From an optimization exercise on the open Yosys and OpenROAD flow, aimed at small area; shortcuts taken in it are not production practice. RTL that was checked went through simulation tests only; none was proved equivalent to the original. The RTL of runs 3 and 4 was laid out without a check of its function. No activity file was given, so power comes from the tool's default toggle rates.

<file path="design/flow/run.sh">
#!/bin/bash
# synth_recipe.tcl (not shown) runs the flow's synth.tcl, then flattens the netlist and writes it again
# the make line also repeats each setting of config.mk as NAME=value (left out here)
make -C /OpenROAD-flow-scripts/flow DESIGN_CONFIG=/design/flow/config.mk WORK_HOME=/design/flow/orfs CLKGATE_MAP_FILE= SYNTH_SCRIPT=/design/flow/synth_recipe.tcl finish
</file>
<file path="design/flow/config.mk">
export PLATFORM = sky130hd
export DESIGN_NAME = Segway
export DESIGN_NICKNAME = Segway
export VERILOG_FILES = /design/flow/design.v
export SDC_FILE = /design/flow/constraint.sdc
export NUM_CORES = 4
export LEC_CHECK = 0
export CAP_MARGIN = 20
export CORE_MARGIN = 2
export CORE_UTILIZATION = 40
export PLACE_DENSITY = 0.6
export SLEW_MARGIN = 20
</file>
<file path="design/flow/constraint.sdc">
create_clock -name core_clock -period 16.0 [get_ports {clk}]
set_input_delay 3.2000 -clock core_clock [delete_from_list [all_inputs] [get_ports {clk}]]
set_output_delay 3.2000 -clock core_clock [all_outputs]
set_load 0.01 [all_outputs]
</file>
<file path="design/flow/design.v">
module UART_rcv(clk,rst_n,RX,clr_rdy,rdy,is_g,is_s);
  input clk,rst_n;
  input RX;
  input clr_rdy;
  output reg rdy;
  output reg is_g, is_s;
  localparam [11:0] B_HALF = 12'hCEE;    
  localparam [11:0] B_FULL = 12'h000;    
  localparam [11:0] B_ZERO = 12'h1B1;
  localparam [7:0] CH_G = 8'h67, CH_S = 8'h73;
  reg rx_ff1, rx_ff2;
  reg [3:0] bit_cnt;       
  reg [11:0] baud;
  wire idle  = bit_cnt[3] & bit_cnt[1] & bit_cnt[0];
  wire last  = bit_cnt[3] & bit_cnt[1] & ~bit_cnt[0];
  wire recv  = ~(bit_cnt[3] & bit_cnt[1]);
  wire start = idle & ~rx_ff2;
  wire shift = recv & (baud == B_ZERO);
  wire [3:0] bit_inc;
  rc_inc #(4) ibc(.a(bit_cnt), .ci(1'b1), .s(bit_inc), .co());
  always_ff @(posedge clk or negedge rst_n)
    if (!rst_n) begin
      rx_ff1 <= 1'b1;
      rx_ff2 <= 1'b1;
    end else begin
      rx_ff1 <= RX;
      rx_ff2 <= rx_ff1;
    end
  always_ff @(posedge clk or negedge rst_n)
    if (!rst_n)
      bit_cnt <= 4'd11;
    else if (start)
      bit_cnt <= 4'd0;
    else if (shift)
      bit_cnt <= bit_inc;
    else if (last)
      bit_cnt <= 4'd11;
  always_ff @(posedge clk)
    if (start)
      baud <= B_HALF;
    else if (shift)
      baud <= B_FULL;
    else
      baud <= {baud[10:0], ~(baud[11] ^ baud[5] ^ baud[3] ^ baud[0])};
  reg eg, es;
  always_comb
    case (bit_cnt)
      4'd1: begin eg = CH_G[0]; es = CH_S[0]; end
      4'd2: begin eg = CH_G[1]; es = CH_S[1]; end
      4'd3: begin eg = CH_G[2]; es = CH_S[2]; end
      4'd4: begin eg = CH_G[3]; es = CH_S[3]; end
      4'd5: begin eg = CH_G[4]; es = CH_S[4]; end
      4'd6: begin eg = CH_G[5]; es = CH_S[5]; end
      4'd7: begin eg = CH_G[6]; es = CH_S[6]; end
      4'd8: begin eg = CH_G[7]; es = CH_S[7]; end
      default: begin eg = rx_ff2; es = rx_ff2; end    
    endcase
  always_ff @(posedge clk)
    if (start) begin
      is_g <= 1'b1;
      is_s <= 1'b1;
    end else if (shift) begin
      is_g <= is_g & (rx_ff2 == eg);
      is_s <= is_s & (rx_ff2 == es);
    end
  always_ff @(posedge clk or negedge rst_n)
    if (!rst_n)
      rdy <= 1'b0;
    else if (start || clr_rdy)
      rdy <= 1'b0;
    else if (last)
      rdy <= 1'b1;
endmodule
module Auth_blk (clk,rst_n,RX,rider_off,pwr_up);
  input rider_off;
  input RX;
  input clk;
  input rst_n;
  output logic pwr_up;
  logic rx_rdy, is_g, is_s;
  logic clr_rx_rdy;
  UART_rcv receiver(.clk(clk), .rst_n(rst_n), .RX(RX), .clr_rdy(clr_rx_rdy), .rdy(rx_rdy),
                    .is_g(is_g), .is_s(is_s));
  typedef enum reg [1:0] {OFF, PWR1, PWR2} state_t;
  state_t state, nxt_state;
  wire got_g = is_g & rx_rdy;
  wire got_s = is_s & rx_rdy;
  always_ff @(posedge clk, negedge rst_n)
    if (!rst_n)
      state <= OFF;
    else
      state <= nxt_state;
  always_comb begin
    pwr_up = 0;
    clr_rx_rdy = 0;
    nxt_state = OFF;
    case (state)
      OFF: if (got_g) begin
             clr_rx_rdy = 1;
             nxt_state = PWR1;
           end
      PWR1: begin
        pwr_up = 1;
        if (rider_off) begin
          clr_rx_rdy = 1;
          nxt_state = OFF;
        end else if (got_s) begin
          clr_rx_rdy = 1;
          nxt_state = PWR2;
        end else
          nxt_state = PWR1;
      end
      PWR2: begin
        pwr_up = 1;
        if (!rider_off && got_g) begin
          clr_rx_rdy = 1;
          nxt_state = PWR1;
        end else if (rider_off) begin
          clr_rx_rdy = 1;
          nxt_state = OFF;
        end else
          nxt_state = PWR2;
      end
      default: nxt_state = OFF;
    endcase
  end
endmodule
module SPI_mstr16(clk,rst_n,wrt,SS_n,SCLK,p,sc,smpl,shft);
  input clk, rst_n, wrt;
  output logic SS_n;
  output SCLK;
  output [4:0] p, sc;
  output smpl, shft;
  logic [9:0] cnt;
  wire [9:0] cnt_inc;
  rc_inc #(10) inc(.a(cnt), .ci(1'b1), .s(cnt_inc), .co());
  assign SCLK = cnt[4];
  assign p = cnt[9:5];
  assign sc = cnt[4:0];
  wire run = ~SS_n & ~cnt[9];                   
  assign smpl = run & (cnt[4:0] == 5'd15);      
  assign shft = run & (&cnt[4:0]);              
  wire last = ~SS_n & (cnt == 10'h1FF);
  always_ff @(posedge clk)
    if (SS_n)
      cnt <= 10'h3F7;
    else
      cnt <= cnt_inc;
  always_ff @(posedge clk, negedge rst_n)
    if (!rst_n)
      SS_n <= 1'b1;
    else if (SS_n) begin
      if (wrt) SS_n <= 1'b0;
    end else if (last)
      SS_n <= 1'b1;
endmodule
module inertial_integrator(clk,rst_n,vld,ptch_rt,AZ,p,j,fus_go,ptch);
  input clk,rst_n,vld;
  input [15:0] ptch_rt, AZ;
  input [4:0] p, j;
  input fus_go;
  output [15:0] ptch;
  logic [26:0] ptch_int;
  assign ptch = ptch_int[26:11];
  logic [7:0] dl;           
  logic [2:0] cy;           
  logic cx;                 
  logic fus;
  wire init = p[4];                          
  wire az = AZ[j[3:0]];
  wire kb = (j == 5'd7) | (j == 5'd8);
  wire xj = j[4] ? dl[0] : (az ^ kb ^ cx);   
  wire cxn = (az & kb) | (cx & (az ^ kb));
  reg yb;                                    
  always_comb
    if (j < 5'd13)
      yb = 1'b0;
    else if (j > 5'd28)
      yb = ~ptch[15];
    else
      yb = ~ptch[j[3:0] + 4'd3];
  wire s1 = xj ^ dl[0] ^ dl[1];
  wire k1 = (xj & dl[0]) | (dl[1] & (xj ^ dl[0]));
  wire s2 = dl[5] ^ dl[7] ^ yb;
  wire k2 = (dl[5] & dl[7]) | (yb & (dl[5] ^ dl[7]));
  wire ob = s1 ^ s2 ^ cy[0];
  wire k3 = (s1 & s2) | (cy[0] & (s1 ^ s2));
  wire s4 = k1 ^ k2 ^ k3;
  wire k4 = (k1 & k2) | (k3 & (k1 ^ k2));
  wire h0 = s4 ^ cy[1];
  wire k5 = s4 & cy[1];
  wire f1 = k4 ^ k5 ^ cy[2];
  wire k6 = (k4 & k5) | (cy[2] & (k4 ^ k5));
  always_ff @(posedge clk)
    if (init) begin
      dl <= 8'h0;
      cy <= 3'h0;
      cx <= 1'b0;
    end else begin
      dl <= {dl[6:0], xj};
      cy <= {k6, f1, h0};
      cx <= cxn;
    end
  always_ff @(posedge clk)
    if (fus_go & (p == 5'd0) & (&j))
      fus <= ~ob;
  wire [15:0] c;
  rc_add #(16) a5(.a(ptch_rt), .b(16'hFC3E), .ci(1'b0), .s(c), .co());
  wire [16:0] e;
  rc_add #(17) a6(.a(~{c[15], c}), .b(fus ? 17'h00201 : 17'h1FE01), .ci(1'b0), .s(e), .co());
  wire [26:0] nxt;
  rc_add #(27) a7(.a(ptch_int), .b({{10{e[16]}}, e}), .ci(1'b0), .s(nxt), .co());
  always_ff @(posedge clk, negedge rst_n)
    if (!rst_n)
      ptch_int <= 27'h0;
    else if (vld)
      ptch_int <= nxt;
endmodule
module inert_intf(clk,rst_n,tmr,vld,ptch,SS_n,SCLK,MOSI,MISO,INT);
  input clk,rst_n;
  input [15:0] tmr;                
  input MISO,INT;
  output logic vld;
  output SS_n,SCLK,MOSI;
  output [15:0] ptch;
  logic [7:0] hold_pitchL, hold_pitchH, hold_AZH;
  logic INT_ff1, INT_ff2;
  logic wrt, done;
  logic rd_ptchL, rd_ptchH, rd_AZL, rd_AZH;
  logic MISO_smpl;
  logic [7:0] rx;                  
  logic [3:0] txi;                 
  logic smpl, shft;
  logic [15:0] cmd;
  typedef enum logic [3:0] {INIT1,INIT2,INIT3,INIT4,WAIT,READ1,READ2,READ3,READ4} state_t;
  state_t state, nextState;
  always_ff @(posedge clk) begin
    INT_ff1 <= INT;
    INT_ff2 <= INT_ff1;
  end
  logic [4:0] p, sc;
  SPI_mstr16 spi(.clk(clk), .rst_n(rst_n), .wrt(wrt), .SS_n(SS_n), .SCLK(SCLK), .p(p), .sc(sc),
                 .smpl(smpl), .shft(shft));
  assign done = SS_n;
  always_ff @(posedge clk)
    if (smpl) MISO_smpl <= MISO;
  wire [3:0] txi_inc;
  rc_inc #(4) itx(.a(txi), .ci(1'b1), .s(txi_inc), .co());
  always_ff @(posedge clk)
    if (wrt & ~SS_n)
      rx <= 8'h00;
    else if (shft)
      rx <= {rx[6:0], MISO_smpl};
  always_ff @(posedge clk)
    if (wrt)
      txi <= 4'h0;
    else if (shft)
      txi <= txi_inc;
  always_comb
    case (state)
      INIT2: cmd = 16'h0D02;
      INIT3: cmd = 16'h1053;
      INIT4: cmd = 16'h1150;
      WAIT:  cmd = 16'h1460;
      READ1: cmd = 16'hA200;
      READ2: cmd = 16'hA300;
      READ3: cmd = 16'hAC00;
      default: cmd = 16'hAD00;
    endcase
  assign MOSI = cmd[~txi];
  always_ff @(posedge clk) begin
    if (rd_ptchL) hold_pitchL <= rx;
    if (rd_ptchH) hold_pitchH <= rx;
  end
  always_ff @(posedge clk, negedge rst_n)
    if (!rst_n)
      hold_AZH <= 8'h00;
    else if (rd_AZH)
      hold_AZH <= rx;
  always_ff @(posedge clk, negedge rst_n)
    if (!rst_n)
      state <= INIT1;
    else
      state <= nextState;
  wire t10 = &tmr[9:0];
  always_comb begin
    wrt = 0;
    vld = 0;
    rd_ptchL = 0;
    rd_ptchH = 0;
    rd_AZL = 0;
    rd_AZH = 0;
    nextState = state;
    case (state)
      INIT1: if (&tmr[15:10] & t10) begin nextState = INIT2; wrt = 1; end
      INIT2: if (t10) begin nextState = INIT3; wrt = 1; end
      INIT3: if (t10) begin nextState = INIT4; wrt = 1; end
      INIT4: if (t10) begin nextState = WAIT; wrt = 1; end
      WAIT:  if (INT_ff2) begin nextState = READ1; wrt = 1; end
      READ1: if (done) begin rd_ptchL = 1; wrt = 1; nextState = READ2; end
      READ2: if (done) begin rd_ptchH = 1; wrt = 1; nextState = READ3; end
      READ3: if (done) begin rd_AZL = 1; wrt = 1; nextState = READ4; end
      READ4: if (done) begin rd_AZH = 1; vld = 1; nextState = WAIT; end
      default: nextState = INIT1;
    endcase
  end
  wire fus_go = (state == READ4) & ~SS_n;
  inertial_integrator integrator_DUT(.clk(clk), .rst_n(rst_n), .vld(vld),
      .ptch_rt({hold_pitchH,hold_pitchL}), .AZ({hold_AZH,rx}), .p(p), .j(sc), .fus_go(fus_go),
      .ptch(ptch));
endmodule
module balance_cntrl(clk,rst_n,vld,ptch,ld_cell_diff,lft_spd,lft_rev,
                     rght_spd,rght_rev,rider_off,en_steer,pwr_up);
  input clk,rst_n;
  input vld;
  input [15:0] ptch;
  input [8:0] ld_cell_diff;       
  input rider_off;
  input en_steer;
  input pwr_up;
  output [10:0] lft_spd;
  output lft_rev;
  output [10:0] rght_spd;
  output rght_rev;
  logic [17:0] integrator;
  logic [9:0] tempI, prev_ptch_err;
  wire [9:0] err = ptch[15] ? (&ptch[14:9] ? ptch[9:0] : 10'h200)
                            : (|ptch[14:9] ? 10'h1FF : ptch[9:0]);
  wire [17:0] isum;
  rc_add #(18) ai(.a(integrator), .b({{8{err[9]}}, err}), .ci(1'b0), .s(isum), .co());
  wire ov = (err[9] == integrator[17]) & (err[9] != isum[17]);
  always_ff @(posedge clk, negedge rst_n)
    if (!rst_n)
      integrator <= 18'h0;
    else if (rider_off | ~pwr_up)
      integrator <= 18'h0;
    else if (vld & ~ov)
      integrator <= isum;
  always_ff @(posedge clk, negedge rst_n)
    if (!rst_n) begin
      tempI <= 10'h0;
      prev_ptch_err <= 10'h0;
    end else if (vld) begin
      tempI <= err;
      prev_ptch_err <= tempI;
    end
  wire [9:0] dd;
  rc_add #(10) ad(.a(err), .b(~prev_ptch_err), .ci(1'b1), .s(dd), .co());
  wire [6:0] dsat = (dd[9] & ~&dd[8:6]) ? 7'h40 : (~dd[9] & |dd[8:6]) ? 7'h3F : dd[6:0];
  wire [15:0] ds = {{9{dsat[6]}}, dsat};
  wire [15:0] es = {{6{err[9]}}, err};
  wire [15:0] p14, d20, pd, pid;
  rc_add #(16) ap(.a(es << 4), .b(~(es << 1)), .ci(1'b1), .s(p14), .co());
  rc_add #(16) aq(.a(ds << 4), .b(ds << 2), .ci(1'b0), .s(d20), .co());
  rc_add #(16) ar(.a(p14), .b(d20), .ci(1'b0), .s(pd), .co());
  rc_add #(16) as(.a(pd), .b(integrator[17:2]), .ci(1'b0), .s(pid), .co());
  wire [15:0] st = en_steer ? {{7{ld_cell_diff[8]}}, ld_cell_diff} : 16'h0;
  wire [15:0] lt, rt;
  rc_add #(16) al(.a(pid), .b(~st), .ci(1'b1), .s(lt), .co());
  rc_add #(16) ab(.a(pid), .b(st), .ci(1'b0), .s(rt), .co());
  shape shl(.t(lt), .pwr_up(pwr_up), .spd(lft_spd), .rev(lft_rev));
  shape shr(.t(rt), .pwr_up(pwr_up), .spd(rght_spd), .rev(rght_rev));
endmodule
module shape(input [15:0] t, input pwr_up, output [10:0] spd, output rev);
  wire neg = t[15];
  wire [15:0] x = t ^ {16{neg}};
  wire [10:0] a;
  wire co;
  rc_inc #(11) ia(.a(x[10:0]), .ci(neg), .s(a), .co(co));
  wire big = (|x[15:11]) | co;                        
  wire ge70, ge1068, rv_n, rv_p;
  rc_ge #(7) c1(.a(a[6:0]), .b(7'd70), .ge(ge70));
  rc_ge #(11) c2(.a(a), .b(11'd1068), .ge(ge1068));
  rc_ge #(15) c3(.a(t[14:0]), .b(15'h03D4), .ge(rv_n));
  rc_ge #(15) c4(.a(t[14:0]), .b(15'h7C2C), .ge(rv_p));
  wire sml = ~big & ~|a[10:7] & ~ge70;
  wire sat = big | ge1068;
  wire [10:0] m15, m980;
  rc_add #(11) am(.a({a[6:0], 4'h0}), .b(~{4'h0, a[6:0]}), .ci(1'b1), .s(m15), .co());
  rc_add #(11) an(.a(a), .b(11'd980), .ci(1'b0), .s(m980), .co());
  wire [10:0] raw = sat ? 11'h7FF : sml ? m15 : m980;
  assign spd = pwr_up ? raw : 11'h0;
  assign rev = neg ? rv_n : rv_p;
endmodule
module steer_en(clk,rst_n,lft_ld,rght_ld,en_steer,rider_off,ld_cell_diff);
  input clk;
  input rst_n;
  input [11:0] lft_ld;
  input [11:0] rght_ld;
  output logic en_steer;
  output logic rider_off;
  output [8:0] ld_cell_diff;       
  wire [11:0] dif, sum;
  wire nb, sc;
  rc_add #(12) ad(.a(lft_ld), .b(~rght_ld), .ci(1'b1), .s(dif), .co(nb));    
  rc_add #(12) as(.a(lft_ld), .b(rght_ld), .ci(1'b0), .s(sum), .co(sc));
  assign ld_cell_diff = dif[11:3];
  wire sum_gt_min = |sum[11:9];
  wire s_le_32r;
  rc_ge #(13) g1(.a({rght_ld[7:0], 5'h0}), .b({sc, sum}), .ge(s_le_32r));
  wire diff_gt_15_16 = ~nb | (~|rght_ld[11:8] & ~s_le_32r);
  wire d_ge;
  rc_ge #(12) g2(.a(dif), .b({1'b0, sc, sum[11:2]}), .ge(d_ge));
  wire diff_lt_1_4 = nb & ~d_ge;
  localparam [15:0] T_FULL = 16'hD577;
  logic [15:0] timer;
  logic clr_tmr;
  wire tmr_full = (timer == T_FULL);
  always_ff @(posedge clk)
    if (clr_tmr)
      timer <= 16'h0;
    else
      timer <= {timer[14:0], ~(timer[15] ^ timer[14] ^ timer[12] ^ timer[3])};
  typedef enum logic [1:0] {IDLE, WAIT, STEER} state_t;
  state_t state, nextState;
  always_ff @(posedge clk, negedge rst_n)
    if (!rst_n)
      state <= IDLE;
    else
      state <= nextState;
  always_comb begin
    clr_tmr = 0;
    en_steer = 0;
    rider_off = 0;
    nextState = IDLE;
    case (state)
      IDLE:
        if (sum_gt_min) begin
          nextState = WAIT;
          clr_tmr = 1;
        end
      WAIT:
        if (!sum_gt_min) begin
          nextState = IDLE;
          rider_off = 1;
        end else if (diff_lt_1_4) begin
          nextState = WAIT;
          clr_tmr = 1;
        end else if (tmr_full)
          nextState = STEER;
        else
          nextState = WAIT;
      STEER: begin
        en_steer = 1;
        if (!sum_gt_min) begin
          nextState = IDLE;
          rider_off = 1;
        end else if (diff_gt_15_16) begin
          clr_tmr = 1;
          nextState = WAIT;
        end else
          nextState = STEER;
      end
      default:
        nextState = IDLE;
    endcase
  end
endmodule
module PWM11(PWM_sig, duty, cnt, clk, rst_n);
  input clk, rst_n;
  input [10:0] duty;
  input [10:0] cnt;
  output reg PWM_sig;
  reg Q;
  wire ge;
  rc_ge #(11) cmp(.a(cnt), .b(duty), .ge(ge));
  always @(posedge clk)
    Q <= ~ge;
  always @(posedge clk or negedge rst_n)
    if (!rst_n)
      PWM_sig <= 1'b0;
    else
      PWM_sig <= Q;
endmodule
module mtr_drv(input clk, rst_n, lft_rev, rght_rev, input [10:0] lft_spd, input [10:0] rght_spd,
               output [15:0] tmr,
               output logic PWM_rev_lft, PWM_frwrd_lft, PWM_rev_rght, PWM_frwrd_rght);
  logic [15:0] cnt;
  wire [15:0] cnt_inc;
  rc_inc #(16) inc(.a(cnt), .ci(1'b1), .s(cnt_inc), .co());
  always_ff @(posedge clk, negedge rst_n)
    if (!rst_n)
      cnt <= 16'h0;
    else
      cnt <= cnt_inc;
  assign tmr = cnt;
  logic PWM_sig_left, PWM_sig_right;
  PWM11 pwm_left(.clk(clk), .rst_n(rst_n), .duty(lft_spd), .cnt(cnt[10:0]), .PWM_sig(PWM_sig_left));
  PWM11 pwm_right(.clk(clk), .rst_n(rst_n), .duty(rght_spd), .cnt(cnt[10:0]), .PWM_sig(PWM_sig_right));
  assign PWM_rev_lft = lft_rev & PWM_sig_left;
  assign PWM_rev_rght = rght_rev & PWM_sig_right;
  assign PWM_frwrd_lft = ~lft_rev & PWM_sig_left;
  assign PWM_frwrd_rght = ~rght_rev & PWM_sig_right;
endmodule
module A2D_intf(clk, rst_n, nxt, lft_ld, rght_ld, SS_n, SCLK, MOSI, MISO);
  input clk, rst_n, nxt;
  input MISO;
  output logic [11:0] lft_ld, rght_ld;
  output SS_n, SCLK, MOSI;
  logic wrt, done, update;
  logic [1:0] counter;
  logic [11:0] rx;
  logic [4:0] p;
  logic smpl;
  typedef enum logic [1:0] {IDLE, TELL, READ} state_t;
  state_t state, nxt_state;
  SPI_mstr16 spi(.clk(clk), .rst_n(rst_n), .wrt(wrt), .SS_n(SS_n), .SCLK(SCLK), .p(p), .sc(),
                 .smpl(smpl), .shft());
  assign done = SS_n;
  always_ff @(posedge clk)
    if (smpl) rx <= {rx[10:0], MISO};
  assign MOSI = (p == 5'd2) & (counter != 2'd0) | (p == 5'd4) & (counter == 2'd2);
  always_ff @(posedge clk, negedge rst_n)
    if (!rst_n)
      state <= IDLE;
    else
      state <= nxt_state;
  always_comb begin
    wrt = 0;
    update = 0;
    nxt_state = state;
    case (state)
      IDLE: if (nxt) begin wrt = 1; nxt_state = TELL; end
      TELL: if (done) begin wrt = 1; nxt_state = READ; end
      READ: if (done) begin update = 1; nxt_state = IDLE; end
      default: nxt_state = IDLE;
    endcase
  end
  always_ff @(posedge clk, negedge rst_n)
    if (!rst_n) begin
      lft_ld <= 12'h0;
      rght_ld <= 12'h0;
    end else if (update) begin
      if (counter == 2'd0) lft_ld <= rx;
      if (counter == 2'd1) rght_ld <= rx;
    end
  always_ff @(posedge clk, negedge rst_n)
    if (!rst_n)
      counter <= 2'd0;
    else if (update)
      counter <= (counter == 2'd2) ? 2'd0 : {counter[0], ~counter[0] & ~counter[1]};
endmodule
module reset_synch(RST_n, clk, rst_n);
input RST_n, clk;
output reg rst_n;
reg int_rst;
always @(negedge clk or negedge RST_n) begin
	if(!RST_n)
		int_rst <= 1'b0;
	else
		int_rst <= 1'b1;
end
always @(negedge clk or negedge RST_n) begin
	if(!RST_n)
		rst_n <= 1'b0;
	else
		rst_n <= int_rst;
end
endmodule
module Segway(clk,RST_n,INERT_SS_n,INERT_MOSI,
              INERT_SCLK,INERT_MISO,A2D_SS_n,A2D_MOSI,A2D_SCLK,
              A2D_MISO,PWM_rev_rght,PWM_frwrd_rght,PWM_rev_lft,
              PWM_frwrd_lft,INT,RX);
  input clk,RST_n;
  input INERT_MISO;
  input A2D_MISO;
  input INT;
  input RX;
  output A2D_SS_n, INERT_SS_n;
  output A2D_MOSI, INERT_MOSI;
  output A2D_SCLK, INERT_SCLK;
  output PWM_rev_rght, PWM_frwrd_rght;
  output PWM_rev_lft, PWM_frwrd_lft;
  wire rst_n;
  wire [11:0] lft_ld, rght_ld;
  wire [10:0] lft_spd, rght_spd;
  wire lft_rev, rght_rev;
  wire rider_off, pwr_up, en_steer;
  wire vld;
  wire [15:0] ptch;
  wire [8:0] ld_cell_diff;
  wire [15:0] tmr;                       
  reset_synch iRST(.clk(clk),.RST_n(RST_n),.rst_n(rst_n));
  Auth_blk auth(.clk(clk), .rst_n(rst_n), .RX(RX), .rider_off(rider_off), .pwr_up(pwr_up));
  inert_intf inert(.clk(clk), .rst_n(rst_n), .tmr(tmr), .vld(vld), .ptch(ptch),
                   .SS_n(INERT_SS_n), .SCLK(INERT_SCLK), .MOSI(INERT_MOSI), .MISO(INERT_MISO), .INT(INT));
  balance_cntrl blctrl(.clk(clk), .rst_n(rst_n), .vld(vld), .ptch(ptch), .ld_cell_diff(ld_cell_diff),
                       .lft_spd(lft_spd), .lft_rev(lft_rev), .rght_spd(rght_spd), .rght_rev(rght_rev),
                       .rider_off(rider_off), .en_steer(en_steer), .pwr_up(pwr_up));
  steer_en steer(.clk(clk), .rst_n(rst_n), .lft_ld(lft_ld), .rght_ld(rght_ld),
                 .en_steer(en_steer), .rider_off(rider_off), .ld_cell_diff(ld_cell_diff));
  mtr_drv mtr(.clk(clk), .rst_n(rst_n), .tmr(tmr), .lft_spd(lft_spd), .lft_rev(lft_rev),
              .rght_spd(rght_spd), .rght_rev(rght_rev),
              .PWM_rev_lft(PWM_rev_lft), .PWM_frwrd_lft(PWM_frwrd_lft),
              .PWM_rev_rght(PWM_rev_rght), .PWM_frwrd_rght(PWM_frwrd_rght));
  A2D_intf A2D(.clk(clk), .rst_n(rst_n), .nxt(vld), .lft_ld(lft_ld), .rght_ld(rght_ld),
               .SS_n(A2D_SS_n), .SCLK(A2D_SCLK), .MOSI(A2D_MOSI), .MISO(A2D_MISO));
endmodule
module rc_add #(parameter N = 8) (input [N-1:0] a, input [N-1:0] b, input ci,
                                  output [N-1:0] s, output co);
  wire [N:0] c;
  assign c[0] = ci;
  genvar i;
  generate for (i = 0; i < N; i = i + 1) begin : g
    assign s[i] = a[i] ^ b[i] ^ c[i];
    assign c[i+1] = (a[i] & b[i]) | (c[i] & (a[i] ^ b[i]));
  end endgenerate
  assign co = c[N];
endmodule
module rc_inc #(parameter N = 8) (input [N-1:0] a, input ci, output [N-1:0] s, output co);
  wire [N:0] c;
  assign c[0] = ci;
  genvar i;
  generate for (i = 0; i < N; i = i + 1) begin : g
    assign s[i] = a[i] ^ c[i];
    assign c[i+1] = a[i] & c[i];
  end endgenerate
  assign co = c[N];
endmodule
module rc_ge #(parameter N = 8) (input [N-1:0] a, input [N-1:0] b, output ge);
  wire [N:0] c;
  assign c[0] = 1'b1;
  genvar i;
  generate for (i = 0; i < N; i = i + 1) begin : g
    assign c[i+1] = (a[i] & ~b[i]) | (c[i] & ~(a[i] ^ b[i]));
  end endgenerate
  assign ge = c[N];
endmodule
</file>
==> metrics.md, run 1 <==
| Metric | Value |
|---|---|
| Status | `timing/DRC/antenna clean` |
| Synth warn | `11` |
| CP max stage delay | `between 500 and 600 ps` |
| Die footprint | `approximately 0.043 mm2` |
| Average size of a mapped cell | `around 11 um2` |
| Most used cell, CP | `fa_1` |
| Htree depth | `1` |
| Mapped cell area | `roughly 0.017 mm2` |
| HP Class | `reg -> reg` |
| Sequential-to-total area share from yosys stat | `35.8%` |
| First-pass GRT wire length | `55,000 um` |
| Num Clock Sinks | `between 200 and 250` |
| Ys flop type | `dfrtp_1` |
| RSZ-0062 raised after global routing | `false` |
| DRC Markers | `0` |
| Worst-Skew Late Latency | `about 590 ps` |
| Detailed-router iteration count before antenna repair | `5` |
| Synth async-reset ratio | `a little under three fifths` |
| Vias in the first global route | `about 11,000` |
| Synthesized flop and latch total | `approximately 250` |
| IO buf count | `15` |
| TritonCTS Buffers | `29` |
| Layout area overhead | `13.1%` |
| Cell leakage power | `about 8.8 nW` |
| Slowest stage cell, crit path | `or4_4` |
| Slew @ Worst Pin | `about 1000 ps` |
| CP startpoint kind | `register` |
| Final GP Congestion | `~0.85` |
| Top cells by area, synth | `dfrtp_1, fa_1, ha_1, dfxtp_1, edfxtp_1` |
| N_diodes | `0` |
| Clk root buf | `clkbuf_16` |
| Distinct cells, synth | `a little over 70` |
| Post-DP HPWL | `roughly 24,000 um` |
| Layout cells sized above 1 | `~12%` |
| Period utilization | `95.9%` |
| Kind of critical path | `reg -> out` |
| Gr ovfl total | `0` |
| Post-Synthesis Cells | `around 1,500` |
| Largest fanout on the critical path | `4` |
| Delay-heaviest family, CP | `adder cells` |
| Commonest non-fill, non-tap cells in the layout | `inv_1, ha_1, nand2_1` |
| Worst Setup End Kind | `primary output` |
| Peak Freq | `between 60 and 70 MHz` |
| Cts hold-fix bufs | `0` |
| Buffer depth of the longest clock path | `3` |
| Min Tclk post-route | `about 15,000 ps` |
| Commonest non-fill, non-tap cell in the layout | `inv_1` |
| GRT Util Overall | `15.3%` |
| Largest net degree at the start of global routing | `between 70 and 80` |
| DR vias | `about 11,000` |
| Initial antenna violation count | `0` |
| I/O Pins | `16` |
| Initial drt markers | `416` |
| Power per cell area | `approximately 74 mW/mm2` |
| Final Hold Viols | `0` |
| Max-cap violations | `0` |
| # setup viols final | `0` |
| Worst Path Arrival | `12,150 ps` |
| Core ar. | `between 0.04 and 0.05 mm2` |
| Final Max Tran Viols | `0` |
| WP buf/inv | `6` |
| Top cell type by total area after synthesis | `dfrtp_1` |
| Die X | `just over 200 um` |
| WL per Instance | `14.9 um` |
| Post-layout util | `a little under half` |
| Post-Route WL | `31,600 um` |
| CTS tree | `built` |
| Clk pin slew, worst setup/hold paths | `about 60 ps` |
| Worst slew margin | `between 30% and 40%` |
| Share of the synthesized area in the top cell type | `around 20%` |
| Crit path required time | `12,800 ps` |
| Number of flops mapped to enable cells by yosys | `30` |
| Nets | `approximately 1,900` |
| Syn nets | `1,865` |
| Tot Pwr | `about 1.4 mW` |
| Clock Skews | `around 39 ps` |
| Vias per cell | `5.00` |
| Std-Cell Rows | `74` |
| Die Ht | `about 210 um` |
| Starting density of the core | `40.5%` |
| Antenna Nets Post-Route | `0` |
| R2r setup slk | `~750 ps` |
| Worst VDD drop | `between 0.00006 and 0.00007 V` |
through the flow:
step	cells	setup TNS (ps)	hold slack [ps]	area (um2)	setup slack [ps]
2_1_floorplan	1535	0	292	16500	537
3_3_place_gp	2056	0	292	17300	307
3_5_place_dp	2056	0	297	17300	161
4_1_cts	2120	-4.80	297	18600	-4.80
5_1_grt	2128	0	301	18700	16.1
6_report	2128	0	295	18700	650
where the power goes:
part           leakage [nW]  switching, mW  total [mW]  internal (mW)
Clock                 0.540          0.284       0.743          0.458
Sequential             2.84       0.000490       0.630          0.629
Combinational          5.42        0.00738     0.00909        0.00170
synth_stat cells (4+ instances only):
cell type,number
inv_1,215
ha_1,169
fa_1,155
nand2_1,151
dfrtp_1,129
o21ai_0,91
dfxtp_1,78
nor2_1,72
a21oi_1,43
mux2i_1,36
clkbuf_1,35
edfxtp_1,30
xnor2_1,21
xor2_1,20
a21boi_0,19
mux2_2,19
or2_2,16
nor2b_1,15
o21ai_1,12
a21o_1,11
nand2b_1,11
nand3_1,11
mux4_2,10
nand4_1,10
nor3_1,10
and3_1,8
buf_2,8
and2_1,7
dfstp_2,7
a2111oi_0,6
o211ai_1,6
o21a_1,6
a31oi_1,5
nand4b_1,5
nor3b_1,5
nor4_1,5
nor4b_1,5
o2111ai_1,5
o22ai_1,5
o31ai_1,5
nand3b_1,4
or4_1,4
registers in the layout, indices dropped and copies added, names as in the netlist, 10 cells and up:
register	flops
blctrl.prev_ptch_err	10
A2D.rght_ld	12
A2D.rx	12
inert.spi.cnt	10
mtr.cnt	16
auth.receiver.baud	12
A2D.spi.cnt	10
steer.timer	16
blctrl.integrator	18
A2D.lft_ld	12
inert.integrator_DUT.ptch_int	27
blctrl.tempI	10
final cells by class:
type | instances | area (um2)
Fill cell | 3739 | 22100
Multi-Input combinational cell | 1023 | 9740
Sequential cell | 246 | 5920
Clock buffer | 39 | 888
Inverter | 216 | 811
Tap cell | 532 | 666
Timing Repair Buffer | 57 | 472
Clock inverter | 15 | 210
repair_timing:
| item | in CTS | in global routing |
|---|---|---|
| endpoints found under the setup margin | 4 | 6 |
| buffers inserted | 10 | 8 |
| pin swaps | 10 | 6 |
| resized for setup | 17 | 32 |
logic make-up after synthesis:
family / after synthesis / synth area share [%]
compound gates: 242 / 9.16
xor+xnor: 44 / 2.50
fa+ha+maj: 324 / 31.5
buf+inv: 266 / 6.19
flops: 246 / 35.8
mux: 65 / 4.83
other cells: 1 / 0.0227
simple gates: 347 / 9.96
metal layers:
layer / part of all wire (%) / track usage [%]
met5: 0 / 0
met1: 46 / 20.5
met2: 49 / 26.1
met4: 2.5 / 4.31
met3: 2.7 / 1.83
path summary, 6_finish.rpt:
| path | start | end | cells after the start |
|---|---|---|---|
| setup / recovery | inert.integrator_DUT.ptch_int[24] | PWM_frwrd_rght | 39 |
| hold / removal | iRST.int_rst | iRST.rst_n | 0 |
| setup reg to reg | inert.integrator_DUT.ptch_int[24] | mtr.pwm_right.Q | 64 |
| hold reg to reg | iRST.int_rst | iRST.rst_n | 0 |
| max in group asynchronous | RST_n | iRST.rst_n | 1 |
| min in group asynchronous | iRST.rst_n | inert.integrator_DUT.ptch_int[19] | 1 |
==> inputs of run 2 (changes only) <==
--- a/design/flow/config.mk
+++ b/design/flow/config.mk
@@ -7,6 +7,7 @@
 export LEC_CHECK = 0
 export CAP_MARGIN = 20
 export CORE_MARGIN = 2
-export CORE_UTILIZATION = 40
-export PLACE_DENSITY = 0.6
+export CORE_UTILIZATION = 60
+export CTS_BUF_LIST = sky130_fd_sc_hd__clkbuf_4
+export PLACE_DENSITY = 0.75
 export SLEW_MARGIN = 20
==> metrics.md, run 2 <==
| Metric | Value |
|---|---|
| Status | `timing/DRC/antenna clean (unchanged)` |
| Top cells by area, synth | `dfrtp_1, fa_1, ha_1, dfxtp_1, edfxtp_1 (unchanged)` |
| Largest fanout on the critical path | `3 (was 4)` |
| Synth async-reset ratio | `56.1% (unchanged)` |
| Worst-Skew Late Latency | `660 ps (was 590 ps)` |
| First-pass GRT wire length | `54,500 um (was 55,000 um)` |
| Htree depth | `3 (was 1)` |
| Post-Synthesis Cells | `1,535 (unchanged)` |
| Cell leakage power | `8.85 nW (was 8.79 nW)` |
| Commonest non-fill, non-tap cells in the layout | `inv_1, ha_1, nand2_1 (unchanged)` |
| Ys flop type | `dfrtp_1 (unchanged)` |
| Synth warn | `11 (unchanged)` |
| Largest net degree at the start of global routing | `73 (was 71)` |
| Initial drt markers | `678 (was 416)` |
| Sequential-to-total area share from yosys stat | `35.8% (unchanged)` |
| Post-Route WL | `31,600 um (about the same)` |
| Crit path required time | `12,800 ps (about the same)` |
| Worst Path Arrival | `12,350 ps (was 12,150 ps)` |
| R2r setup slk | `610 ps (was 750 ps)` |
| Clk pin slew, worst setup/hold paths | `70 ps (was 60 ps)` |
| Buffer depth of the longest clock path | `3 (unchanged)` |
| Num Clock Sinks | `246 (unchanged)` |
| Final GP Congestion | `0.858 (was 0.853)` |
| Hold WS | `315 ps (was 295 ps)` |
| Placed Area | `0.0171 mm2 (was 0.0173 mm2)` |
| Max FFs per register | `27 (unchanged)` |
| Most frequent cell after synthesis | `inv_1 (unchanged)` |
| Cts hold-fix bufs | `0 (unchanged)` |
| Peak Freq | `64.3 MHz (was 65.1 MHz)` |
| Hold endpoint | `iRST.rst_n (unchanged)` |
| Worst slew margin | `37.0% (was 34.4%)` |
| Mapped cell area | `0.0165 mm2 (unchanged)` |
| Clk root buf | `clkbuf_4 (was clkbuf_16)` |
| Post-layout util | `68.1% (was 45.8%)` |
| Setup ws final | `454 ps (was 650 ps)` |
| Nets | `1,944 (was 1,903)` |
| Reg2reg path depth | `66 (was 64)` |
| Final Max Tran Viols | `0 (unchanged)` |
| Vias per cell | `5.44 (was 5.00)` |
| Core ar. | `0.0270 mm2 (was 0.0408 mm2)` |
| Final Hold Viols | `0 (unchanged)` |
| Detailed-router iteration count before antenna repair | `5 (unchanged)` |
| IO buf count | `15 (unchanged)` |
| Starting density of the core | `61.2% (was 40.5%)` |
| RR Endpoint | `mtr.pwm_left.Q (was mtr.pwm_right.Q)` |
| Post-DP HPWL | `23,100 um (was 23,600 um)` |
| Syn nets | `1,865 (unchanged)` |
| Finished Cell Area | `0.0184 mm2 (was 0.0187 mm2)` |
| Top post-synthesis cells by count | `inv_1, ha_1, fa_1 (unchanged)` |
| Die Ht | `170 um (was 207 um)` |
| Most used cell, CP | `fa_1 (unchanged)` |
| GRT Util Overall | `23.2% (was 15.3%)` |
| Worst R2R Start | `inert.integrator_DUT.ptch_int[24] (unchanged)` |
| I/O Pins | `16 (unchanged)` |
| Antenna Nets Post-Route | `0 (unchanged)` |
| Initial antenna violation count | `1 (was 0)` |
| Power per cell area | `68.4 mW/mm2 (was 73.8 mW/mm2)` |
| Distinct cells, synth | `72 (unchanged)` |
| Slowest stage cell, crit path | `or4_4 (unchanged)` |
| HP Class | `reg -> reg (unchanged)` |
| Max-cap violations | `0 (unchanged)` |
| Die X | `170 um (was 207 um)` |
| Worst VDD drop | `0.0000591 V (was 0.0000610 V)` |
| Layout area overhead | `11.1% (was 13.1%)` |
| DRC Markers | `0 (unchanged)` |
| CTS tree | `built (unchanged)` |
| Worst Setup End Kind | `primary output (unchanged)` |
| Largest regs | `inert.integrator_DUT.ptch_int (27), blctrl.integrator (18) (unchanged)` |
| CP max stage delay | `590 ps (was 570 ps)` |
| Gr ovfl total | `0 (unchanged)` |
| Vias in the first global route | `11,700 (was 11,200)` |
| Commonest non-fill, non-tap cell in the layout | `inv_1 (unchanged)` |
| WL per Instance | `15.7 um (was 14.9 um)` |
| Average size of a mapped cell | `10.8 um2 (unchanged)` |
| Top cell type by total area after synthesis | `dfrtp_1 (unchanged)` |
| Hold_sp | `iRST.int_rst (unchanged)` |
| TritonCTS Buffers | `68 (was 29)` |
| Synthesized flop and latch total | `246 (unchanged)` |
| Clock Skews | `85.7 ps (was 38.6 ps)` |
| Std-Cell Rows | `60 (was 74)` |
| Kind of critical path | `reg -> out (unchanged)` |
| Place WS | `-93.2 ps (was 161 ps)` |
| Period utilization | `97.2% (was 95.9%)` |
| Worst hold path depth | `0 (unchanged)` |
| # setup viols final | `0 (unchanged)` |
| Min Tclk post-route | `15,550 ps (was 15,350 ps)` |
| Share of the synthesized area in the top cell type | `19.5% (unchanged)` |
| Number of flops mapped to enable cells by yosys | `30 (unchanged)` |
| Die footprint | `0.0289 mm2 (was 0.0430 mm2)` |
| DR vias | `10,900 (was 10,600)` |
| Layout cells sized above 1 | `15.7% (was 12.2%)` |
| Slew @ Worst Pin | `945 ps (was 978 ps)` |
| Largest Register | `inert.integrator_DUT.ptch_int (unchanged)` |
| Tot Pwr | `1.26 mW (was 1.38 mW)` |
| CP startpoint kind | `register (unchanged)` |
[run 2: cell counts after synthesis]
No cell type changed its count.
[run 2: worst max path at each step]
stage	slack, ps	cells past startpoint	to	start
floorplan	540	64	mtr.pwm_right.Q	inert.integrator_DUT.ptch_int[26]
global placement	310	63	mtr.pwm_right.Q	inert.integrator_DUT.ptch_int[22]
detailed placement	-90	63	mtr.pwm_right.Q	inert.integrator_DUT.ptch_int[24]
CTS	-10	39	PWM_frwrd_rght	inert.integrator_DUT.ptch_int[24]
global route	-90	42	PWM_frwrd_rght	inert.integrator_DUT.ptch_int[24]
finish	450	39	PWM_frwrd_rght	inert.integrator_DUT.ptch_int[24]
[run 2: layout make-up]
type / count / area [um2]
inverter: 216 / 811
sequential: 246 / 5920
tap: 341 / 427
clock inverter: 18 / 150
multi-input combinational: 1023 / 9790
timing repair buffer: 59 / 483
antenna: 1 / 2.50
fill: 2004 / 8630
clock buffer: 107 / 803
[run 2: cell families after synthesis]
family / synth area share, %
flip-flops: 35.8
multiplexers: 4.83
other: 0.0227
adder cells (fa/ha/maj): 31.5
XOR/XNOR: 2.50
AND/OR/NAND/NOR: 9.96
AO/OA/AOI/OAI: 9.16
buffers and inverters: 6.19
[run 2: per-stage QoR]
step / instances / TNS [ps]
final: 2011 / 0
after global routing: 2011 / -370
after CTS: 2002 / -10.7
after detailed placement: 1864 / -93.2
after global placement: 1864 / 0
after floorplan: 1535 / 0
[run 2: worst max-delay path, delay by kind of cell, from the launching register on]
family	cells	cell delay (ps)
simple gates	4	1240
flops	1	380
xor+xnor	2	370
compound gates	4	760
buf+inv	6	510
fa+ha+maj	23	8450
[run 2: power breakdown]
| part | internal, mW | switching [mW] | leakage, nW |
|---|---|---|---|
| Clock | 0.353 | 0.267 | 0.568 |
| Sequential | 0.629 | 0.000477 | 2.84 |
| Combinational | 0.00171 | 0.00724 | 5.45 |
| Total | 0.984 | 0.274 | 8.85 |
[run 2: what timing repair did]
item | CTS | global route
buffers inserted | 13 | 8
gates resized for setup | 18 | 34
pin swaps | 11 | 7
setup endpoints to repair | 5 | 6
[run 2: routing by layer]
layer	track usage, %	vias to the layer above	share of wire (%)	wire (um)
met5	0	-	0	0
met4	7.25	0	1.8	569
met3	4.28	46	4.0	1270
met2	39.9	187	51	16100
met1	30.1	5404	43	13700
li1	-	5306	-	-
==> inputs of run 3 (changes only) <==
--- a/design/flow/design.v
+++ b/design/flow/design.v
@@ -154,20 +154,36 @@
     end else if (last)
       SS_n <= 1'b1;
 endmodule
-module inertial_integrator(clk,rst_n,vld,ptch_rt,AZ,p,j,fus_go,ptch);
-  input clk,rst_n,vld;
-  input [15:0] ptch_rt, AZ;
+module inertial_integrator(clk,rst_n,vld,rd_lo,n_rt_lo,n_rt_hi,n_AZ,p,j,fus_go,ptch);
+  input clk,rst_n,vld,rd_lo;
+  input [7:0] n_rt_lo, n_rt_hi;
+  input [15:0] n_AZ;
   input [4:0] p, j;
   input fus_go;
   output [15:0] ptch;
   logic [26:0] ptch_int;
   assign ptch = ptch_int[26:11];
+  logic k1, k2;
+  wire [7:0] lo, lsum;
+  wire lc, lk;
+  rc_add #(8) a0(.a(n_rt_lo), .b(8'hC2), .ci(1'b0), .s(lo), .co(lc));
+  rc_add #(8) a1(.a(ptch_int[7:0]), .b(lo), .ci(1'b1), .s(lsum), .co(lk));
+  always_ff @(posedge clk)
+    if (rd_lo) begin
+      k1 <= lc;
+      k2 <= lk;
+    end
+  always_ff @(posedge clk, negedge rst_n)
+    if (!rst_n)
+      ptch_int[7:0] <= 8'h0;
+    else if (rd_lo)
+      ptch_int[7:0] <= lsum;
   logic [7:0] dl;           
   logic [2:0] cy;           
   logic cx;                 
   logic fus;
   wire init = p[4];                          
-  wire az = AZ[j[3:0]];
+  wire az = ~n_AZ[j[3:0]];
   wire kb = (j == 5'd7) | (j == 5'd8);
   wire xj = j[4] ? dl[0] : (az ^ kb ^ cx);   
   wire cxn = (az & kb) | (cx & (az ^ kb));
@@ -180,13 +196,13 @@
     else
       yb = ~ptch[j[3:0] + 4'd3];
   wire s1 = xj ^ dl[0] ^ dl[1];
-  wire k1 = (xj & dl[0]) | (dl[1] & (xj ^ dl[0]));
+  wire k1s = (xj & dl[0]) | (dl[1] & (xj ^ dl[0]));
   wire s2 = dl[5] ^ dl[7] ^ yb;
-  wire k2 = (dl[5] & dl[7]) | (yb & (dl[5] ^ dl[7]));
+  wire k2s = (dl[5] & dl[7]) | (yb & (dl[5] ^ dl[7]));
   wire ob = s1 ^ s2 ^ cy[0];
   wire k3 = (s1 & s2) | (cy[0] & (s1 ^ s2));
-  wire s4 = k1 ^ k2 ^ k3;
-  wire k4 = (k1 & k2) | (k3 & (k1 ^ k2));
+  wire s4 = k1s ^ k2s ^ k3;
+  wire k4 = (k1s & k2s) | (k3 & (k1s ^ k2s));
   wire h0 = s4 ^ cy[1];
   wire k5 = s4 & cy[1];
   wire f1 = k4 ^ k5 ^ cy[2];
@@ -204,17 +220,17 @@
   always_ff @(posedge clk)
     if (fus_go & (p == 5'd0) & (&j))
       fus <= ~ob;
-  wire [15:0] c;
-  rc_add #(16) a5(.a(ptch_rt), .b(16'hFC3E), .ci(1'b0), .s(c), .co());
-  wire [16:0] e;
-  rc_add #(17) a6(.a(~{c[15], c}), .b(fus ? 17'h00201 : 17'h1FE01), .ci(1'b0), .s(e), .co());
-  wire [26:0] nxt;
-  rc_add #(27) a7(.a(ptch_int), .b({{10{e[16]}}, e}), .ci(1'b0), .s(nxt), .co());
+  wire [7:0] nh;
+  rc_add #(8) a5(.a(n_rt_hi), .b(8'h03), .ci(k1), .s(nh), .co());
+  wire [8:0] e;
+  rc_add #(9) a6(.a({nh[7], nh}), .b(fus ? 9'h002 : 9'h1FE), .ci(1'b0), .s(e), .co());
+  wire [18:0] nxt;
+  rc_add #(19) a7(.a(ptch_int[26:8]), .b({{10{e[8]}}, e}), .ci(k2), .s(nxt), .co());
   always_ff @(posedge clk, negedge rst_n)
     if (!rst_n)
-      ptch_int <= 27'h0;
+      ptch_int[26:8] <= 19'h0;
     else if (vld)
-      ptch_int <= nxt;
+      ptch_int[26:8] <= nxt;
 endmodule
 module inert_intf(clk,rst_n,tmr,vld,ptch,SS_n,SCLK,MOSI,MISO,INT);
   input clk,rst_n;
@@ -223,7 +239,7 @@
   output logic vld;
   output SS_n,SCLK,MOSI;
   output [15:0] ptch;
-  logic [7:0] hold_pitchL, hold_pitchH, hold_AZH;
+  logic [7:0] hold_pitchH, hold_AZH;      
   logic INT_ff1, INT_ff2;
   logic wrt, done;
   logic rd_ptchL, rd_ptchH, rd_AZL, rd_AZH;
@@ -248,9 +264,9 @@
   rc_inc #(4) itx(.a(txi), .ci(1'b1), .s(txi_inc), .co());
   always_ff @(posedge clk)
     if (wrt & ~SS_n)
-      rx <= 8'h00;
+      rx <= 8'hFF;
     else if (shft)
-      rx <= {rx[6:0], MISO_smpl};
+      rx <= {rx[6:0], ~MISO_smpl};
   always_ff @(posedge clk)
     if (wrt)
       txi <= 4'h0;
@@ -268,13 +284,11 @@
       default: cmd = 16'hAD00;
     endcase
   assign MOSI = cmd[~txi];
-  always_ff @(posedge clk) begin
-    if (rd_ptchL) hold_pitchL <= rx;
+  always_ff @(posedge clk)
     if (rd_ptchH) hold_pitchH <= rx;
-  end
   always_ff @(posedge clk, negedge rst_n)
     if (!rst_n)
-      hold_AZH <= 8'h00;
+      hold_AZH <= 8'hFF;
     else if (rd_AZH)
       hold_AZH <= rx;
   always_ff @(posedge clk, negedge rst_n)
@@ -305,8 +319,8 @@
     endcase
   end
   wire fus_go = (state == READ4) & ~SS_n;
-  inertial_integrator integrator_DUT(.clk(clk), .rst_n(rst_n), .vld(vld),
-      .ptch_rt({hold_pitchH,hold_pitchL}), .AZ({hold_AZH,rx}), .p(p), .j(sc), .fus_go(fus_go),
+  inertial_integrator integrator_DUT(.clk(clk), .rst_n(rst_n), .vld(vld), .rd_lo(rd_ptchL),
+      .n_rt_lo(rx), .n_rt_hi(hold_pitchH), .n_AZ({hold_AZH,rx}), .p(p), .j(sc), .fus_go(fus_go),
       .ptch(ptch));
 endmodule
 module balance_cntrl(clk,rst_n,vld,ptch,ld_cell_diff,lft_spd,lft_rev,
--- a/design/flow/config.mk
+++ b/design/flow/config.mk
@@ -8,6 +8,7 @@
 export CAP_MARGIN = 20
 export CORE_MARGIN = 2
 export CORE_UTILIZATION = 60
-export CTS_BUF_LIST = sky130_fd_sc_hd__clkbuf_4
+export CTS_BUF_LIST = sky130_fd_sc_hd__clkbuf_8
+export GPL_TIMING_DRIVEN = 0
 export PLACE_DENSITY = 0.75
 export SLEW_MARGIN = 20
==> metrics.md, run 3 <==
| Metric | Value |
|---|---|
| Htree depth | `2 (was 3)` |
| Crit path required time | `12,800 ps (about the same)` |
| I/O Pins | `16 (unchanged)` |
| Worst Path Arrival | `12,300 ps (was 12,350 ps)` |
| Largest fanout on the critical path | `4 (was 3)` |
| Kind of critical path | `reg -> out (unchanged)` |
| Fill count | `1,939 (was 2,004)` |
| Layout cells sized above 1 | `13.8% (was 15.7%)` |
| GRT Util Overall | `23.7% (was 23.2%)` |
| FF/Latch Area | `0.00575 mm2 (was 0.00592 mm2)` |
| R2r setup slk | `570 ps (was 610 ps)` |
| Worst Setup End Kind | `primary output (unchanged)` |
| # setup viols final | `0 (unchanged)` |
| Detailed-router iteration count before antenna repair | `5 (unchanged)` |
| Largest regs | `inert.integrator_DUT.ptch_int (27), blctrl.integrator (18) (unchanged)` |
| Cell leakage power | `8.50 nW (was 8.85 nW)` |
| IO buf count | `15 (unchanged)` |
| Peak Freq | `64.5 MHz (was 64.3 MHz)` |
| Hold WS | `309 ps (was 315 ps)` |
| Share of the synthesized area in the top cell type | `19.3% (was 19.5%)` |
| Clk root buf | `clkbuf_8 (was clkbuf_4)` |
| Post-Synthesis Cells | `1,502 (was 1,535)` |
| Worst VDD drop | `0.0000867 V (was 0.0000591 V)` |
| Slew @ Worst Pin | `829 ps (was 945 ps)` |
| Num Clock Sinks | `240 (was 246)` |
| WL per Instance | `16.5 um (was 15.7 um)` |
| Status | `timing/DRC/antenna clean (unchanged)` |
| Vias per cell | `5.54 (was 5.44)` |
| Initial drt markers | `518 (was 678)` |
| Largest net degree at the start of global routing | `19 (was 73)` |
| Average size of a mapped cell | `10.7 um2 (was 10.8 um2)` |
| CTS tree | `built (unchanged)` |
| Max FFs per register | `27 (unchanged)` |
| Number of flops mapped to enable cells by yosys | `24 (was 30)` |
| N_diodes | `0 (was 1)` |
| Gr ovfl total | `0 (unchanged)` |
| Die X | `168 um (was 170 um)` |
| Nets | `1,920 (was 1,944)` |
| Std-Cell Rows | `59 (was 60)` |
| Starting density of the core | `61.5% (was 61.2%)` |
| Worst setup endpoint | `PWM_rev_lft (was PWM_frwrd_rght)` |
| Cts hold-fix bufs | `0 (unchanged)` |
| Final Hold Viols | `0 (unchanged)` |
| Top cell type by total area after synthesis | `fa_1 (was dfrtp_1)` |
| Placed Area | `0.0169 mm2 (was 0.0171 mm2)` |
| Buffer depth of the longest clock path | `3 (unchanged)` |
| Die Ht | `168 um (was 170 um)` |
| Finished Cell Area | `0.0181 mm2 (was 0.0184 mm2)` |
| RR Endpoint | `mtr.pwm_right.Q (was mtr.pwm_left.Q)` |
| Clk pin slew, worst setup/hold paths | `60 ps (was 70 ps)` |
| CP startpoint kind | `register (unchanged)` |
| Distinct cells, synth | `74 (was 72)` |
| Final Max Tran Viols | `0 (unchanged)` |
| Post-DP HPWL | `24,200 um (was 23,100 um)` |
| Top cells by area, synth | `fa_1, dfrtp_1, ha_1, dfxtp_1, inv_1 (was dfrtp_1, fa_1, ha_1, dfxtp_1, edfxtp_1)` |
| Core ar. | `0.0262 mm2 (was 0.0270 mm2)` |
| Critical path launch point | `inert.integrator_DUT.ptch_int[25] (was inert.integrator_DUT.ptch_int[24])` |
| Worst-Skew Late Latency | `560 ps (was 660 ps)` |
| DR vias | `10,900 (about the same)` |
| Worst slew margin | `43.3% (was 37.0%)` |
| Period utilization | `96.9% (was 97.2%)` |
| Area of the multi-input gates | `0.00960 mm2 (was 0.00979 mm2)` |
| Final GP Congestion | `0.844 (was 0.858)` |
| HP Class | `reg -> reg (unchanged)` |
| DRC Markers | `0 (unchanged)` |
| CP max stage delay | `570 ps (was 590 ps)` |
| Sequential-to-total area share from yosys stat | `35.7% (was 35.8%)` |
| Reg2reg path depth | `63 (was 66)` |
| Synth async-reset ratio | `57.5% (was 56.1%)` |
| Max-cap violations | `0 (unchanged)` |
| Antenna Nets Post-Route | `0 (unchanged)` |
| Clock Skews | `39.5 ps (was 85.7 ps)` |
| Commonest non-fill, non-tap cells in the layout | `inv_1, nand2_1, ha_1 (was inv_1, ha_1, nand2_1)` |
| First-pass GRT wire length | `54,700 um (was 54,500 um)` |
| Layout area overhead | `12.6% (was 11.1%)` |
| Top post-synthesis cells by count | `inv_1, nand2_1, ha_1 (was inv_1, ha_1, fa_1)` |
| Slowest stage cell, crit path | `fa_1 (was or4_4)` |
| Largest Register | `inert.integrator_DUT.ptch_int (unchanged)` |
| Min Tclk post-route | `15,500 ps (was 15,550 ps)` |
| Die footprint | `0.0282 mm2 (was 0.0289 mm2)` |
| Power per cell area | `65.7 mW/mm2 (was 68.4 mW/mm2)` |
| Mapped cell area | `0.0161 mm2 (was 0.0165 mm2)` |
| Vias in the first global route | `11,400 (was 11,700)` |
| Synthesized flop and latch total | `240 (was 246)` |
| Ys flop type | `dfrtp_1 (unchanged)` |
| Most used cell, CP | `fa_1 (unchanged)` |
| Commonest non-fill, non-tap cell in the layout | `inv_1 (unchanged)` |
| Synth warn | `11 (unchanged)` |
| Initial antenna violation count | `0 (was 1)` |
| Syn nets | `1,823 (was 1,865)` |
| Most frequent cell after synthesis | `inv_1 (unchanged)` |
| Worst R2R Start | `inert.integrator_DUT.ptch_int[25] (was inert.integrator_DUT.ptch_int[24])` |
| TritonCTS Buffers | `42 (was 68)` |
| Post-Route WL | `32,400 um (was 31,600 um)` |
[run 3: changes by cell type after synthesis, sizes merged, moves of 7 or more]
cell	change
a21boi	-17
a22o	+15
and2	+18
dfrtp	-8
dfstp	+8
ha	-9
inv	-12
mux2i	-23
nand2	+15
nand4b	+7
nor2	-18
[run 3: cell type report]
| class | instances | area share (%) |
|---|---|---|
| Timing Repair Buffer | 54 | 3.01 |
| Clock inverter | 26 | 0.820 |
| Clock buffer | 51 | 3.87 |
| Multi-Input combinational cell | 1011 | 52.9 |
| Sequential cell | 240 | 31.7 |
| Buffer | 46 | 1.14 |
| Inverter | 204 | 4.22 |
| Tap cell | 335 | 2.31 |
[run 3: worst min path at each step]
stage | end | startpoint | slack [ps] | cells past startpoint
detailed placement | iRST.rst_n | iRST.int_rst | 310 | 0
global route | iRST.rst_n | iRST.int_rst | 310 | 0
floorplan | iRST.rst_n | iRST.int_rst | 290 | 0
finish | iRST.rst_n | iRST.int_rst | 310 | 0
CTS | iRST.rst_n | iRST.int_rst | 310 | 0
global placement | iRST.rst_n | iRST.int_rst | 300 | 0
[run 3: power breakdown]
part	leakage, nW	internal (mW)	switching, mW	total [mW]
clock network	0.498	0.307	0.259	0.566
registers	2.72	0.613	0.000726	0.614
logic	5.28	0.00523	0.00794	0.0132
total	8.50	0.925	0.268	1.19
[run 3: critical path: cells and delay by family (launching register included)]
kind | cells | cell delay (ps)
AND/OR/NAND/NOR | 3 | 490
AO/OA/AOI/OAI | 6 | 990
XOR/XNOR | 2 | 430
buffers and inverters | 7 | 960
flip-flops | 1 | 400
adder cells (fa/ha/maj) | 24 | 8470
[run 3: timing repair]
action | 4_1_cts | 5_1_grt
buffers inserted | 12 | 17
resized for setup | 20 | 40
cloned | 0 | 1
setup endpoints to repair | 6 | 6
pin swaps | 3 | 20
[run 3: logic make-up (layout without fill, tap and decap cells)]
group	count (synthesis)	after routing	share of synthesized area, %
xor+xnor	46	46	2.69
other cells	1	1	0.0233
compound gates	230	230	8.88
mux	43	43	3.53
simple gates	376	376	11.5
flops	240	240	35.7
buf+inv	251	381	5.95
fa+ha+maj	315	315	31.7
[run 3: metal layers]
layer  wire length [um]  up-vias  GRT usage [%]
li1                   -     5197              -
met1              14200     5458           31.4
met2              16500      195           40.9
met3               1140       54           3.36
met4                631        0           6.84
met5                  0        -              0
[run 3: through the flow]
| stage | total power, mW | instances | TNS, ps | util (%) | setup WS (ps) |
|---|---|---|---|---|---|
| after floorplan | 0.630 | 1502 | 0 | - | 673 |
| after global placement | 0.634 | 1852 | -1330 | 63.7 | -583 |
| after detailed placement | 0.639 | 1861 | -2430 | 64.3 | -861 |
| after CTS | 1.21 | 1949 | 0 | 68.2 | 47.9 |
| after global routing | 1.24 | 1967 | -166 | 69.3 | -114 |
| final | 1.19 | 1967 | 0 | 69.3 | 502 |
==> inputs of run 4 (changes only) <==
--- a/design/flow/config.mk
+++ b/design/flow/config.mk
@@ -8,7 +8,8 @@
 export CAP_MARGIN = 20
 export CORE_MARGIN = 2
 export CORE_UTILIZATION = 60
-export CTS_BUF_LIST = sky130_fd_sc_hd__clkbuf_8
+export CTS_CLUSTER_DIAMETER = 60
+export CTS_CLUSTER_SIZE = 24
 export GPL_TIMING_DRIVEN = 0
 export PLACE_DENSITY = 0.75
 export SLEW_MARGIN = 20
==> metrics.md, run 4 <==
| Metric | Value |
|---|---|
| Worst VDD drop | `0.0000820 V (was 0.0000867 V)` |
| CP max stage delay | `590 ps (was 570 ps)` |
| Buffer depth of the longest clock path | `3 (unchanged)` |
| Power per cell area | `65.1 mW/mm2 (was 65.7 mW/mm2)` |
| Top post-synthesis cells by count | `inv_1, nand2_1, ha_1 (unchanged)` |
| Distinct cells, synth | `74 (unchanged)` |
| Max FFs per register | `27 (unchanged)` |
| Post-Synthesis Cells | `1,502 (unchanged)` |
| Syn nets | `1,823 (unchanged)` |
| Status | `timing/DRC/antenna clean (unchanged)` |
| Cts hold-fix bufs | `0 (unchanged)` |
| Core ar. | `0.0262 mm2 (unchanged)` |
| Worst R2R Start | `inert.integrator_DUT.ptch_int[22] (was inert.integrator_DUT.ptch_int[25])` |
| Period utilization | `97.5% (was 96.9%)` |
| Sequential-to-total area share from yosys stat | `35.7% (unchanged)` |
| CP startpoint kind | `register (unchanged)` |
| CTS tree | `built (unchanged)` |
| Top cells by area, synth | `fa_1, dfrtp_1, ha_1, dfxtp_1, inv_1 (unchanged)` |
| Reg2reg path depth | `63 (unchanged)` |
| Final Hold Viols | `0 (unchanged)` |
| Worst-Skew Late Latency | `540 ps (was 560 ps)` |
| Clock Skews | `31.8 ps (was 39.5 ps)` |
| Largest regs | `inert.integrator_DUT.ptch_int (27), blctrl.integrator (18) (unchanged)` |
| DRC Markers | `0 (unchanged)` |
| Fill count | `1,921 (was 1,939)` |
| Commonest non-fill, non-tap cell in the layout | `inv_1 (unchanged)` |
| DR vias | `10,900 (about the same)` |
| Critical path launch point | `inert.integrator_DUT.ptch_int[22] (was inert.integrator_DUT.ptch_int[25])` |
| WL per Instance | `16.9 um (was 16.5 um)` |
| HP Class | `reg -> reg (unchanged)` |
| Worst Path Arrival | `12,400 ps (was 12,300 ps)` |
| Die footprint | `0.0282 mm2 (unchanged)` |
| Top cell type by total area after synthesis | `fa_1 (unchanged)` |
| Share of the synthesized area in the top cell type | `19.3% (unchanged)` |
| Post-DP HPWL | `24,200 um (unchanged)` |
| Synth warn | `11 (unchanged)` |
| Most used cell, CP | `fa_1 (unchanged)` |
| Kind of critical path | `reg -> out (unchanged)` |
| Antenna Nets Post-Route | `0 (unchanged)` |
| Std-Cell Rows | `59 (unchanged)` |
| Largest Register | `inert.integrator_DUT.ptch_int (unchanged)` |
| Number of flops mapped to enable cells by yosys | `24 (unchanged)` |
| Largest fanout on the critical path | `4 (unchanged)` |
| RR Endpoint | `mtr.pwm_right.Q (unchanged)` |
| Max-cap violations | `0 (unchanged)` |
| Vias in the first global route | `11,300 (was 11,400)` |
| Vias per cell | `5.60 (was 5.54)` |
| Slowest stage cell, crit path | `fa_1 (unchanged)` |
| Worst Setup End Kind | `primary output (unchanged)` |
| Nets | `1,909 (was 1,920)` |
| Clk pin slew, worst setup/hold paths | `70 ps (was 60 ps)` |
| Layout area overhead | `12.6% (about the same)` |
| Htree depth | `1 (was 2)` |
| IO buf count | `15 (unchanged)` |
| First-pass GRT wire length | `54,700 um (about the same)` |
| Clk root buf | `clkbuf_16 (was clkbuf_8)` |
| Commonest non-fill, non-tap cells in the layout | `inv_1, nand2_1, ha_1 (unchanged)` |
| Post-layout util | `69.3% (about the same)` |
| # setup viols final | `0 (unchanged)` |
| GRT Util Overall | `23.6% (was 23.7%)` |
| Average size of a mapped cell | `10.7 um2 (unchanged)` |
| Initial drt markers | `608 (was 518)` |
| Crit path required time | `12,800 ps (about the same)` |
| Worst slew margin | `46.6% (was 43.3%)` |
| Worst setup endpoint | `PWM_frwrd_lft (was PWM_rev_lft)` |
| Post-Route WL | `32,700 um (was 32,400 um)` |
| Gr ovfl total | `0 (unchanged)` |
| Slew @ Worst Pin | `795 ps (was 829 ps)` |
| Die X | `168 um (unchanged)` |
| Largest net degree at the start of global routing | `25 (was 19)` |
| Hold WS | `306 ps (was 309 ps)` |
| Peak Freq | `64.1 MHz (was 64.5 MHz)` |
| I/O Pins | `16 (unchanged)` |
| Final Max Tran Viols | `0 (unchanged)` |
| Final GP Congestion | `0.844 (unchanged)` |
| Starting density of the core | `61.5% (unchanged)` |
| Ys flop type | `dfrtp_1 (unchanged)` |
| Initial antenna violation count | `0 (unchanged)` |
| Mapped cell area | `0.0161 mm2 (unchanged)` |
| Detailed-router iteration count before antenna repair | `5 (unchanged)` |
| Synth async-reset ratio | `57.5% (unchanged)` |
| Cell leakage power | `8.43 nW (was 8.50 nW)` |
| TritonCTS Buffers | `22 (was 42)` |
| Layout cells sized above 1 | `13.7% (was 13.8%)` |
| R2r setup slk | `620 ps (was 570 ps)` |
| Min Tclk post-route | `15,600 ps (was 15,500 ps)` |
| Die Ht | `168 um (unchanged)` |
| N_diodes | `0 (unchanged)` |
| Synthesized flop and latch total | `240 (unchanged)` |
| Most frequent cell after synthesis | `inv_1 (unchanged)` |
| Num Clock Sinks | `240 (unchanged)` |
==> run 4: cell types whose count changed in the layout (fill, tap and decap cells not counted), moves of 3 or more <==
cell,previous run,this run
clkbuf_16,0,22
clkbuf_8,51,1
clkinv_2,3,0
buf_4,31,39
inv_12,1,4
inv_8,0,3
inv_6,1,4
inv_1,217,199
==> run 4: cells by family (layout without fill, tap and decap cells) <==
group	after synthesis	in the layout	share of synthesized area, %
simple gates	376	376	11.5
fa+ha+maj	315	315	31.7
buf+inv	251	353	5.95
flops	240	240	35.7
compound gates	230	230	8.88
xor+xnor	46	46	2.69
mux	43	43	3.53
other cells	1	1	0.0233
==> run 4: how the worst min path moves through the flow <==
stage | cells past startpoint | end | from | slack [ps]
global route | 0 | iRST.rst_n | iRST.int_rst | 310
detailed placement | 0 | iRST.rst_n | iRST.int_rst | 310
global placement | 0 | iRST.rst_n | iRST.int_rst | 300
floorplan | 0 | iRST.rst_n | iRST.int_rst | 290
CTS | 0 | iRST.rst_n | iRST.int_rst | 310
finish | 0 | iRST.rst_n | iRST.int_rst | 310
==> run 4: per-layer routing <==
layer	track usage (%)	routed length [um]	vias to the layer above
met4	5.67	796	0
met1	31.6	14300	5471
met2	41.5	16700	168
met3	2.68	933	60
met5	0	0	-
li1	-	-	5166
==> run 4: critical path: cells and delay by family (launching register included) <==
kind            cells  cell delay (ps)
buf+inv             7              960
compound gates      6             1000
xor+xnor            2              410
fa+ha+maj          24             8590
flops               1              410
simple gates        3              460
==> run 4: cell type report <==
cell class | instances | area (um2) | area share (%)
flip-flops and latches | 240 | 5750 | 31.7
plain buffers | 46 | 211 | 1.16
multi-input cells | 1011 | 9630 | 53.0
well taps | 335 | 419 | 2.31
clock buffers | 24 | 568 | 3.13
clock inverters | 16 | 190 | 1.05
repair buffers | 63 | 614 | 3.38
inverters | 204 | 766 | 4.22
==> run 4: timing repair <==
item	4_1_cts	5_1_grt
setup buffers	13	24
resized for setup	19	49
gates cloned	0	2
setup endpoints to repair	6	6
pin swaps	4	18
==> run 4: per-stage QoR <==
stage	area (um2)	setup TNS [ps]	total power, mW	cells	setup slack (ps)
after floorplan	16100	0	0.630	1502	673
after global placement	16700	-1330	0.634	1852	-583
after detailed placement	16900	-2430	0.639	1861	-861
after CTS	17800	0	1.19	1913	3.98
after global routing	18200	-46.3	1.22	1939	-42.1
final	18200	0	1.18	1939	399
==> run 4: power by group <==
part	internal, mW	switching, mW	total [mW]
Combinational	0.00523	0.00790	0.0131
Sequential	0.612	0.000726	0.612
Clock	0.279	0.277	0.556
